What follows belongs to an exercise in optimizing a design on an open flow for small area and a short achievable clock period; a production flow would make more cautious choices.
The RTL was checked by simulation tests, not by an equivalence proof against the original design.
No activity file was given, so power comes from the tool's default toggle rates.

==> flow/design.v, too long to show whole: its modules and the start of the top module <==
// module ALU: 1011 lines
// module P_INV: 1 lines
// module P_ND2: 1 lines
// module P_NR2: 1 lines
// module P_AN2: 1 lines
// module P_OR2: 1 lines
// module P_XOR2: 1 lines
// module P_XNR2: 1 lines
// module P_MX2I: 1 lines
// module P_OAI21: 1 lines
// module P_AOI21: 1 lines
// module P_O21A: 1 lines
// module P_HA: 1 lines
// module P_A222OI: 3 lines
// module ShifterSignExtender: 305 lines
// module XSel: 38 lines
// module AmtDec: 47 lines
// module ex_datapath: 92 lines
module ex_datapath(
    input  wire        CLK,
    input  wire [31:0] A,
    input  wire [31:0] Rm,
    input  wire [11:0] I,
    input  wire [1:0]  AM,
    input  wire        CIN,
    input  wire [3:0]  Op,
    output reg  [31:0] Out,
    output wire        Z,
    output wire        N,
    output reg         C,
    output reg         V
);
  // ...
==> flow/flow/run.sh <==
#!/bin/bash
set -euo pipefail
MARGIN=6.3
export BUFFER_PORTS_ARGS="-buffer_cell sky130_fd_sc_hd__buf_1"
sed "s|\"\${@:-finish}\"|SETUP_SLACK_MARGIN=${MARGIN} \"\${@:-finish}\"|" standard.sh > standard_margin.sh
grep -q "SETUP_SLACK_MARGIN=${MARGIN}" standard_margin.sh
bash standard_margin.sh > flow_make.log 2>&1
==> flow/standard.sh <==
#!/bin/bash
# synth_recipe.tcl (not shown) runs the flow's synth.tcl, then flattens the netlist and writes it again
# the make line also repeats each setting of config.mk as NAME=value (left out here)
make -C /OpenROAD-flow-scripts/flow DESIGN_CONFIG=/design/flow/config.mk WORK_HOME=/design/flow/orfs CLKGATE_MAP_FILE= SYNTH_SCRIPT=/design/flow/synth_recipe.tcl "${@:-finish}"
==> flow/config.mk <==
export PLATFORM = sky130hd
export DESIGN_NAME = ex_datapath
export DESIGN_NICKNAME = ex_datapath
export VERILOG_FILES = /design/flow/design.v
export SDC_FILE = /design/flow/constraint.sdc
export NUM_CORES = 4
export LEC_CHECK = 0
export CAP_MARGIN = 20
export CORE_MARGIN = 2
export CORE_UTILIZATION = 40
export CTS_BUF_LIST = sky130_fd_sc_hd__clkbuf_4 sky130_fd_sc_hd__clkbuf_8
export SLEW_MARGIN = 20
export SYNTH_HIERARCHICAL = 1
export TNS_END_PERCENT = 5
==> flow/constraint.sdc <==
create_clock -name core_clock -period 9.0 [get_ports {CLK}]
set_input_delay 1.8000 -clock core_clock [delete_from_list [all_inputs] [get_ports {CLK}]]
set_output_delay 1.8000 -clock core_clock [all_outputs]
set_load 0.01 [all_outputs]
==> results.json, run 1 <==
{
  "status": "finished clean",
  "tightest_slew_ns": 0.471,
  "ir_drop_v": 0.0000752,
  "layout_common_cells": "217 x mux2i_1, 123 x dfxtp_1, 114 x buf_1",
  "taps": 270,
  "synth-seq-cells": 126,
  "dp.cells": 1324,
  "met2_usage_pct": 32.6,
  "utilization_pct": 50.1,
  "slew_viol_final": 0,
  "synth_commonest_cells": "241 x mux2i_1, 126 x dfxtp_1, 98 x nand2_1",
  "nMultiInputCombCells": 710,
  "route.met2.wl_um": 9840,
  "multi_input_area_share_pct": 55.8,
  "whs_path_depth": 1,
  "core_sq_mm": 0.0202,
  "post_dp_cell_area_sq_mm": 0.00915,
  "pg_seq_mw": 0.750,
  "ys_async_sr_fraction_pct": 0,
  "setup_tns_ns": 0,
  "cts_hold_buffers": 0,
  "swShare_pct": 38.5,
  "n_clock_buffer": 17,
  "synth_flop_cell": "dfxtp_1",
  "comb_cell_power_mw": 0.940,
  "synthCells": 928,
  "dr.pass1.iters": 8,
  "rows": 52,
  "cts.htree.levels": 4,
  "ctsLongestPathBuffers": 2,
  "timing.rr.end": "zb[3]"
}
==> inputs of run 2 (changes only) <==
--- a/flow/flow/run.sh
+++ b/flow/flow/run.sh
@@ -2,3 +2,3 @@
 set -euo pipefail
-MARGIN=6.3
+MARGIN=6.15
 export BUFFER_PORTS_ARGS="-buffer_cell sky130_fd_sc_hd__buf_1"
==> results.json, run 2 <==
{
  "ir_drop_v": 0.0000746,
  "drive_above_1_share_pct": 12.7,
  "worstPathMaxFanout": 16,
  "synthSimpleGateAreaFrac_pct": 10.8,
  "clkTransAtPathRegs_ns": 0.08,
  "fin_area_sq_mm": 0.0100,
  "worst_setup_path_end_kind": "flip-flop",
  "synth_top_area_share_pct": 30.6,
  "rows": 52,
  "die_h_um": 148,
  "num_io_pins": 120,
  "antennaDiodeCount": 0,
  "reg_top3": "Out: 32 flops, rn_q: 32 flops, xn_q: 32 flops",
  "relSlewSlack_pct": 69.1,
  "ctsLongestPathBuffers": 2,
  "via_per_inst": 5.17,
  "drt-initial-drc-count": 449,
  "fin_nets": 1214,
  "ys_async_sr_fraction_pct": 0,
  "synth-seq-cells": 126,
  "min_period_over_period_pct": 35.2,
  "cp.required_ns": 9.39,
  "yosysTopAreaCell": "dfxtp_1",
  "synth_fa_ha_area_share_pct": 6.52,
  "dr_total_vias": 7078,
  "grt_pass1_vias": 6603,
  "max_freq_mhz": 316,
  "syn_nets": 1055,
  "min_period_ns": 3.17,
  "area_growth_pct": 21.4,
  "status": "finished clean",
  "tightest_slew_ns": 0.464,
  "dieArea_sq_mm": 0.0218,
  "max_cap_viol_count": 0,
  "synth_commonest_cells": "241 x mux2i_1, 126 x dfxtp_1, 98 x nand2_1",
  "cts.htree.levels": 4,
  "drc": 0,
  "wirelength_um": 21600,
  "avgSynthCellArea_sq_um": 8.90,
  "synth.distinct_cells": 33,
  "p_leak_nw": 4.32,
  "crit_path_start_kind": "input pin",
  "finalSetupViolations": 0,
  "syn_area_sq_mm": 0.00826,
  "fp.dieW_um": 148,
  "synth_xor_area_share_pct": 3.71,
  "cts_tree": "built",
  "io_buffer_count": 119,
  "ys_seq_area_share_pct": 30.6,
  "place_congestion": 0.889,
  "hp-class": "reg2reg",
  "synthTopCellsByArea": "dfxtp_1 31%, mux2i_1 29%, ha_1 6.5%",
  "grt_pass1_wl_um": 34700,
  "p_per_area_mw_per_mm2": 217,
  "critical_path_arrival_ns": 3.56,
  "setup_tns_ns": 0,
  "cts_buffers": 17,
  "hpwl_um": 16100,
  "slew_viol_final": 0,
  "rsz0062_at_grt": "yes",
  "layout_common_cells": "220 x mux2i_1, 124 x dfxtp_1, 114 x buf_1",
  "start_util_pct": 40.8,
  "final_common_cell": "mux2i_1",
  "antenna_found_initial": 0,
  "wire_per_inst_um": 15.8,
  "synth_edf_count": 0,
  "synthMuxAreaShare_pct": 29.2,
  "grt_max_degree": 35,
  "dr.pass1.iters": 8,
  "crit_type": "in2reg",
  "clock-sinks": 126,
  "grt.total_usage_pct": 20.1,
  "core_sq_mm": 0.0202,
  "ys_warn_count": 7,
  "fin_skew_ns": 0.0144,
  "synthCells": 928,
  "gr-total-overflow": 0,
  "hold_viol_final": 0,
  "synth_top_family_by_area": "multiplexers",
  "cts_root_buffer": "clkbuf_8",
  "clk_latency_ns": 0.47,
  "synth_flop_cell": "dfxtp_1",
  "post_dp_cell_area_sq_mm": 0.00915,
  "ant_nets": 0,
  "synth_compound_area_share_pct": 14.8,
  "synth.most_common_cell": "mux2i_1"
}
run 2: cell counts after synthesis:
Identical to the previous run, type by type.
run 2: stage by stage:
step / instances / power, mW / hold WS [ns] / utilization [%] / worst slack (ns)
3_3_place_gp: 1324 / 1.61 / 0.424 / 45.2 / 4.74
2_1_floorplan: 928 / 1.39 / 0.384 / - / 5.17
4_1_cts: 1369 / 2.18 / 0.444 / 49.2 / 5.86
5_1_grt: 1369 / 2.32 / 0.462 / 49.5 / 5.79
6_report: 1369 / 2.17 / 0.464 / 49.5 / 5.83
3_5_place_dp: 1324 / 1.63 / 0.429 / 45.2 / 4.75
run 2: timing repair:
item	in CTS	in global routing
setup endpoints to repair	83	59
hold buffers	0	0
pin swaps	6	1
gates resized for setup	54	13
buffers inserted	10	0
hold endpoints to repair	0	0
gates cloned	4	0
run 2: critical path, stage by stage:
cell and delay, ns:
buf_8 0.09, or2_1 0.23, nor2_1 0.10, nand2_1 0.07
inv_2 0.08, mux2i_4 0.29, buf_12 0.21, mux2i_1 0.34
mux2i_1 0.17, mux2i_1 0.17
run 2: kinds of logic (layout without fill, tap and decap cells):
| logic type | after synthesis | count (layout) |
|---|---|---|
| muxes | 241 | 241 |
| and+or+nand+nor | 214 | 215 |
| AOI/OAI and AO/OA | 176 | 176 |
| DFF | 126 | 126 |
| buffers and inverters | 93 | 263 |
| adders and majority gates | 43 | 43 |
| xor gates and xnor gates | 35 | 35 |
run 2: cell type report:
cell class	count	area [sq um]
clock buffer	17	234
clock inverter	14	169
fill	1977	10200
inverter	90	338
multi-input combinational	710	5610
sequential	126	2530
tap	270	338
timing repair buffer	142	800
run 2: per-layer routing:
layer | track usage [%] | vias up | wire length, um
met2 | 32.8 | 204 | 10000
met3 | 3.21 | 28 | 969
met5 | 0 | - | 0
li1 | - | 3628 | -
met4 | 7.26 | 0 | 418
met1 | 26.8 | 3218 | 10200
run 2: final timing paths:
check                           startpoint      end  slack [ns]  cells past startpoint
worst min register to register      csub_q        C        0.46                      1
worst max register to register    eqn_q[2]    zb[3]        5.99                     14
worst max-delay path                  I[6]  rn_q[3]        5.83                     10
worst min-delay path                csub_q        C        0.46                      1
run 2: power breakdown:
part	internal, mW	switching (mW)	leakage [nW]
combinational	0.372	0.548	3.06
clock	0.272	0.231	0.202
sequential	0.690	0.0600	1.06
total	1.33	0.839	4.32
run 2: per-module statistics from Yosys, one instance, submodules excluded, a selection:
| module | area [sq um] | flops+latches | cells | times used |
|---|---|---|---|---|
| P_A222OI | 10.0 | 0 | 1 | 32 |
| P_AOI21 | 8.76 | 0 | 1 | 32 |
| P_INV | 3.75 | 0 | 1 | 80 |
| P_MX2I | 10.0 | 0 | 1 | 240 |
| P_ND2 | 3.75 | 0 | 1 | 90 |
| P_O21A | 7.51 | 0 | 1 | 1 |
| P_OAI21 | 5.00 | 0 | 1 | 80 |
| P_OR2 | 6.26 | 0 | 1 | 4 |
| P_XNR2 | 8.76 | 0 | 1 | 21 |
| ex_datapath | 3130 | 126 | 212 | 1 |
==> inputs of run 3 (changes only) <==
--- a/flow/flow/run.sh
+++ b/flow/flow/run.sh
@@ -2,3 +2,3 @@
 set -euo pipefail
-MARGIN=6.15
+MARGIN=5.8
 export BUFFER_PORTS_ARGS="-buffer_cell sky130_fd_sc_hd__buf_1"
==> results.json, run 3 <==
{
  "status": "finished clean",
  "cts.htree.levels": 4,
  "met3_usage_pct": 3.15,
  "synthTopCellsByArea": "dfxtp_1 31%, mux2i_1 29%, ha_1 6.5%",
  "max_cap_viol_count": 0,
  "synth_flop_cell": "dfxtp_1",
  "path_cells": "buf_2, or2_1, nor2_1, nand2_1, inv_2, mux2i_4, buf_12, mux2i_1, mux2i_1, mux2i_1",
  "grt_max_degree": 35,
  "grt_pass1_wl_um": 34100,
  "ctsLongestPathBuffers": 2,
  "dr_total_vias": 7062,
  "fin_skew_ns": 0.0135,
  "clock-sinks": 126,
  "reg2reg_slack_ns": 5.97,
  "final_common_cell": "mux2i_1",
  "antenna_found_initial": 0,
  "ff_latch_area_sq_mm": 0.00253,
  "tightest_slew_ns": 0.530,
  "synth_top_family_by_area": "multiplexers",
  "dieArea_sq_mm": 0.0218,
  "drc": 0,
  "synth_edf_count": 0,
  "synth_xor_area_share_pct": 3.71,
  "post_dp_cell_area_sq_mm": 0.00915,
  "clk_latency_ns": 0.47,
  "synthMuxAreaShare_pct": 29.2,
  "timing.rr.end": "zb[1]",
  "hpwl_um": 16100,
  "grt.total_usage_pct": 19.8,
  "worstReg2RegStart": "eqn_q[0]",
  "busiest_layer": "met2",
  "synth_commonest_cells": "241 x mux2i_1, 126 x dfxtp_1, 98 x nand2_1",
  "io_buffer_count": 119,
  "met1_usage_pct": 26.6,
  "slew_viol_final": 0,
  "rows": 52,
  "core_sq_mm": 0.0202,
  "ys_seq_area_share_pct": 30.6,
  "p_leak_nw": 4.33,
  "fp.dieW_um": 148,
  "synthCells": 928,
  "ys_async_sr_fraction_pct": 0,
  "drt-initial-drc-count": 457,
  "layout_common_cells": "228 x mux2i_1, 124 x dfxtp_1, 114 x buf_1",
  "clkTransAtPathRegs_ns": 0.08,
  "avgSynthCellArea_sq_um": 8.90,
  "via_per_inst": 5.14,
  "crit_path_start_kind": "input pin",
  "reg2reg_depth": 15,
  "rsz0062_at_grt": "yes",
  "ys_warn_count": 7,
  "synth_compound_area_share_pct": 14.8,
  "cpMostUsedCell": "mux2i_1",
  "cp.required_ns": 9.38,
  "worst_setup_path_end_kind": "flip-flop",
  "fin_nets": 1218,
  "synth.most_common_cell": "mux2i_1",
  "antennaDiodeCount": 0,
  "yosysTopAreaCell": "dfxtp_1",
  "ir_drop_v": 0.0000768,
  "gr-total-overflow": 0,
  "min_period_ns": 3.24,
  "wirelength_um": 21500,
  "cts_buffers": 17,
  "finalSetupViolations": 0,
  "hold_viol_final": 0,
  "cts_root_buffer": "clkbuf_8",
  "p_seq_share_pct": 34.7,
  "synth.distinct_cells": 33,
  "max_freq_mhz": 309,
  "ant_nets": 0,
  "area_growth_pct": 20.4,
  "die_h_um": 148,
  "swShare_pct": 38.5,
  "cts_hold_buffers": 0,
  "p_per_area_mw_per_mm2": 217,
  "critical_path_arrival_ns": 3.61,
  "synth_fa_ha_area_share_pct": 6.52,
  "wire_per_inst_um": 15.7,
  "crit_type": "in2reg",
  "crit_path_max_incr_delay_ns": 0.30,
  "fillCellCount": 1997,
  "fin_area_sq_mm": 0.00994,
  "synth-seq-cells": 126,
  "syn_area_sq_mm": 0.00826,
  "multi_input_area_sq_mm": 0.00554,
  "worstPathMaxFanout": 16,
  "grt_pass1_vias": 6528,
  "p_clk_share_pct": 23.3,
  "cts_tree": "built",
  "cp-endpoint": "rn_q[14]",
  "num_io_pins": 120,
  "cp_slowest_cell": "mux2i_1",
  "dr.pass1.iters": 7,
  "internal_power_mw": 1.33,
  "synthSimpleGateAreaFrac_pct": 10.8,
  "setup_tns_ns": 0,
  "crit_start": "I[5]",
  "start_util_pct": 40.8,
  "switchingPower_mw": 0.832,
  "place_congestion": 0.889,
  "relSlewSlack_pct": 64.6,
  "min_period_over_period_pct": 36.0,
  "comb_power_share_pct": 42.0,
  "synth_top_area_share_pct": 30.6,
  "met2_usage_pct": 32.0,
  "syn_nets": 1055,
  "hp-class": "reg2reg",
  "reg_top3": "Out: 32 flops, rn_q: 32 flops, xn_q: 32 flops",
  "drive_above_1_share_pct": 11.8
}
run 3: worst min-delay path by stage:
stage                       from  to  slack, ns  cells past startpoint
final                     csub_q   C       0.45                      1
after detailed placement  csub_q   C       0.43                      1
after global placement    csub_q   C       0.42                      1
after CTS                 csub_q   C       0.44                      1
after floorplan           csub_q   C       0.38                      1
after global routing      csub_q   C       0.46                      1
run 3: routing by layer:
metal / vias up / part of all wire [%]
met5: - / 0
met4: 0 / 1.9
met3: 23 / 4.6
met2: 194 / 46
met1: 3214 / 47
li1: 3631 / -
run 3: through the flow:
step	hold slack [ns]	std cells	power, mW	worst slack (ns)	utilization, %
after floorplan	0.384	928	1.39	5.17	-
after global placement	0.424	1324	1.61	4.74	45.2
after detailed placement	0.429	1324	1.63	4.75	45.2
after CTS	0.444	1365	2.16	5.76	48.4
after global routing	0.462	1373	2.31	5.70	49.1
final	0.449	1373	2.16	5.76	49.1
run 3: cell type report:
type / count / area share, %
inverters: 90 / 3.40
well taps: 270 / 3.40
multi-input cells: 710 / 55.7
clock buffers: 17 / 2.35
flip-flops and latches: 126 / 25.5
repair buffers: 146 / 7.97
clock inverters: 14 / 1.70
run 3: kinds of logic (layout without fill, tap and decap cells):
family          count (synthesis)  in the layout
buf+inv                        93            267
compound gates                176            176
xor+xnor                       35             35
mux                           241            241
simple gates                  214            215
flops                         126            126
fa+ha+maj                      43             43
run 3: per-module statistics from Yosys (local to each module, per instance), excerpt:
| module | area (sq um) | times used | flops+latches | cells inside |
|---|---|---|---|---|
| P_A222OI | 10.0 | 32 | 0 | 1 |
| P_AN2 | 6.26 | 8 | 0 | 1 |
| P_AOI21 | 8.76 | 32 | 0 | 1 |
| P_HA | 12.5 | 32 | 0 | 1 |
| P_INV | 3.75 | 80 | 0 | 1 |
| P_ND2 | 3.75 | 90 | 0 | 1 |
| P_NR2 | 3.75 | 84 | 0 | 1 |
| P_O21A | 7.51 | 1 | 0 | 1 |
| P_OAI21 | 5.00 | 80 | 0 | 1 |
| P_OR2 | 6.26 | 4 | 0 | 1 |
| P_XNR2 | 8.76 | 21 | 0 | 1 |
run 3: power by group through the flow:
stage	clock network [mW]	registers (mW)	logic, mW
2_1_floorplan	0	0.795	0.594
3_3_place_gp	0	0.770	0.844
3_5_place_dp	0	0.769	0.858
4_1_cts	0.517	0.753	0.892
5_1_grt	0.537	0.761	1.01
6_report	0.503	0.750	0.908
run 3: repair_timing:
action,4_1_cts,5_1_grt
gates resized for setup,22,20
buffers inserted,7,7
gates cloned,3,1
endpoints found under the setup margin,75,50
pin swaps,1,0
run 3: critical path, delay by kind of cell:
| kind | cells | cell delay, ns |
|---|---|---|
| muxes | 4 | 0.96 |
| buffers and inverters | 3 | 0.44 |
| and+or+nand+nor | 3 | 0.41 |
==> inputs of run 4 (changes only) <==
--- a/flow/flow/run.sh
+++ b/flow/flow/run.sh
@@ -2,3 +2,3 @@
 set -euo pipefail
-MARGIN=5.8
+MARGIN=6.0
 export BUFFER_PORTS_ARGS="-buffer_cell sky130_fd_sc_hd__buf_1"
==> results.json, run 4 <==
{
  "status": "finished clean",
  "rsz0062_at_grt": "yes",
  "gr-total-overflow": 0,
  "synth_flop_cell": "dfxtp_1",
  "min_period_ns": 3.16,
  "finalPower_mw": 2.17,
  "fin_ws_ns": 5.84,
  "utilization_pct": 49.4,
  "drc": 0,
  "relSlewSlack_pct": 69.2,
  "ant_nets": 0,
  "syn_nets": 1055,
  "synth_edf_count": 0,
  "cpMostUsedCell": "mux2i_1",
  "final_cells": 1369,
  "die_h_um": 148,
  "wirelength_um": 21600,
  "grt_max_degree": 35,
  "antennaDiodeCount": 0,
  "ys_seq_area_share_pct": 30.6,
  "cts_tree": "built",
  "switchingPower_mw": 0.835,
  "dr.pass1.iters": 8,
  "path_cells": "buf_8, or2_1, nor2_1, nand2_1, inv_2, mux2i_4, buf_12, mux2i_1, mux2i_1, mux2i_1",
  "worst_hold_slack_ns": 0.463,
  "fp.dieW_um": 148,
  "slew_viol_final": 0,
  "reg_top3": "Out: 32 flops, rn_q: 32 flops, xn_q: 32 flops",
  "reg2reg_depth": 14,
  "cts_root_buffer": "clkbuf_8",
  "synth.most_common_cell": "mux2i_1",
  "ff_latch_area_sq_mm": 0.00253,
  "ys_warn_count": 7,
  "synthCells": 928,
  "clk_latency_ns": 0.47,
  "max_freq_mhz": 317,
  "avgSynthCellArea_sq_um": 8.90,
  "grt_pass1_vias": 6605,
  "crit_type": "in2reg",
  "area_growth_pct": 21.0,
  "synth-seq-cells": 126,
  "cp.depth": 10,
  "ctsLongestPathBuffers": 2,
  "dr_total_vias": 7041,
  "fin_skew_ns": 0.0141,
  "critical_path_arrival_ns": 3.53,
  "yosysTopAreaCell": "dfxtp_1",
  "fin_area_sq_mm": 0.00999,
  "hold_viol_final": 0,
  "min_period_over_period_pct": 35.1,
  "post_dp_cell_area_sq_mm": 0.00915,
  "start_util_pct": 40.8,
  "cp.required_ns": 9.37,
  "worst_setup_path_end_kind": "flip-flop",
  "ys_async_sr_fraction_pct": 0,
  "grt_pass1_wl_um": 34600,
  "path_buf_inv": 3,
  "swShare_pct": 38.5,
  "clkTransAtPathRegs_ns": 0.08,
  "synth_commonest_cells": "241 x mux2i_1, 126 x dfxtp_1, 98 x nand2_1",
  "wire_per_inst_um": 15.7,
  "via_per_inst": 5.14,
  "ir_drop_v": 0.0000750,
  "internal_power_mw": 1.33,
  "crit_path_start_kind": "input pin",
  "setup_tns_ns": 0,
  "tightest_slew_ns": 0.462,
  "synth.distinct_cells": 33,
  "final_common_cell": "mux2i_1",
  "grt.total_usage_pct": 20.1,
  "p_leak_nw": 4.32,
  "drt-initial-drc-count": 453,
  "cts.htree.levels": 4,
  "synthTopCellsByArea": "dfxtp_1 31%, mux2i_1 29%, ha_1 6.5%",
  "rows": 52,
  "synth_top_area_share_pct": 30.6,
  "fillCellCount": 1983,
  "dp.cells": 1324,
  "p_clk_share_pct": 23.3,
  "crit_path_max_incr_delay_ns": 0.29,
  "antenna_found_initial": 0,
  "num_io_pins": 120,
  "cts_buffers": 17,
  "pre_cts_ws_ns": 4.75,
  "dieArea_sq_mm": 0.0218,
  "comb_power_share_pct": 42.1,
  "fin_nets": 1214,
  "clock-sinks": 126,
  "layout_common_cells": "222 x mux2i_1, 122 x dfxtp_1, 114 x buf_1",
  "syn_area_sq_mm": 0.00826,
  "io_buffer_count": 119,
  "core_sq_mm": 0.0202,
  "multi_input_area_sq_mm": 0.00558,
  "whs_path_depth": 1,
  "drive_above_1_share_pct": 12.4,
  "hpwl_um": 16100,
  "hp-class": "reg2reg",
  "cp_slowest_cell": "mux2i_4",
  "place_congestion": 0.889,
  "cp_top_family": "multiplexers",
  "finalSetupViolations": 0,
  "p_per_area_mw_per_mm2": 217,
  "p_seq_share_pct": 34.6,
  "max_cap_viol_count": 0,
  "worstPathMaxFanout": 16
}
-- run 4: final timing paths --
path | startpoint | endpoint | slack [ns]
setup / recovery | I[6] | rn_q[21] | 5.84
hold / removal | csub_q | C | 0.46
hold reg to reg | csub_q | C | 0.46
setup reg to reg | eqn_q[2] | zb[3] | 6.00
-- run 4: layer usage --
layer | vias to the layer above | share of wire, % | global-route usage [%]
li1 | 3626 | - | -
met1 | 3197 | 47 | 26.7
met2 | 186 | 46 | 32.7
met3 | 32 | 4.6 | 3.27
met4 | 0 | 2.1 | 7.45
met5 | - | 0 | 0
-- run 4: modules after synthesis (local to each module, per instance), excerpt --
module,times used,cell area [sq um],flops+latches
P_ND2,90,3.75,0
P_OR2,4,6.26,0
P_AN2,8,6.26,0
P_MX2I,240,10.0,0
P_XOR2,12,8.76,0
P_O21A,1,7.51,0
P_INV,80,3.75,0
P_NR2,84,3.75,0
-- run 4: cell type report --
| cell class | count | area share (%) |
|---|---|---|
| Inverter | 90 | 3.38 |
| Timing Repair Buffer | 142 | 8.00 |
| Clock buffer | 17 | 2.34 |
| Clock inverter | 14 | 1.69 |
| Sequential cell | 126 | 25.4 |
| Tap cell | 270 | 3.38 |
| Multi-Input combinational cell | 710 | 55.8 |
-- run 4: cells by family (layout without fill, tap and decap cells) --
family          Yosys count  count (layout)  share of synthesized area (%)
compound gates          176             176                           14.8
xor+xnor                 35              35                           3.71
fa+ha+maj                43              43                           6.52
buf+inv                  93             263                           4.36
flops                   126             126                           30.6
mux                     241             241                           29.2
simple gates            214             215                           10.8
-- run 4: power groups by stage --
| stage | combinational (mW) | clock (mW) | sequential, mW |
|---|---|---|---|
| final | 0.913 | 0.504 | 0.749 |
| after global routing | 1.02 | 0.537 | 0.761 |
| after CTS | 0.908 | 0.517 | 0.751 |
| after detailed placement | 0.858 | 0 | 0.769 |
| after global placement | 0.844 | 0 | 0.770 |
| after floorplan | 0.594 | 0 | 0.795 |
-- run 4: timing repair --
action | 4_1_cts | 5_1_grt
setup buffers | 10 | 0
setup endpoints to repair | 78 | 49
gates cloned | 4 | 0
resized for setup | 44 | 17
hold buffers | 0 | 0
pin swaps | 3 | 2

## port drivers added, routing unchanged
No port has a modelled driver above. Below, the same layouts with a new extraction and two added sets of constraints. Step 1 assumes that a clkbuf_16 drives the clock port and a buf_2 every other input. Step 2 adds t to the input delays and takes it off the output delays; t is the mean of the earliest and latest rising clock arrival at the registers after step 1. Input paths then give back, and output paths get back, about the clock's delay inside the block. Slacks: ideal / step 1 / step 2; pairs: ideal / step 1.
run | shift t [ns] | slack for setup (ns) | worst setup path after step 2 | latest minus earliest clock arrival (ns) | slew at the worst register clock pin (ns)
run 1 | 0.491 | 5.823 / 5.823 / 5.332 | input to register | 0.014 / 0.014 | 0.08 / 0.08
run 2 | 0.496 | 5.832 / 5.832 / 5.335 | input to register | 0.015 / 0.015 | 0.08 / 0.08
run 3 | 0.497 | 5.764 / 5.783 / 5.286 | input to register | 0.014 / 0.014 | 0.08 / 0.08
run 4 | 0.498 | 5.843 / 5.843 / 5.345 | input to register | 0.014 / 0.015 | 0.08 / 0.08
After both steps setup and hold are still met in every run listed. The setup slack of run 4, which loses most, moves by 0.000 ns with the drivers and by -0.498 ns with both steps.
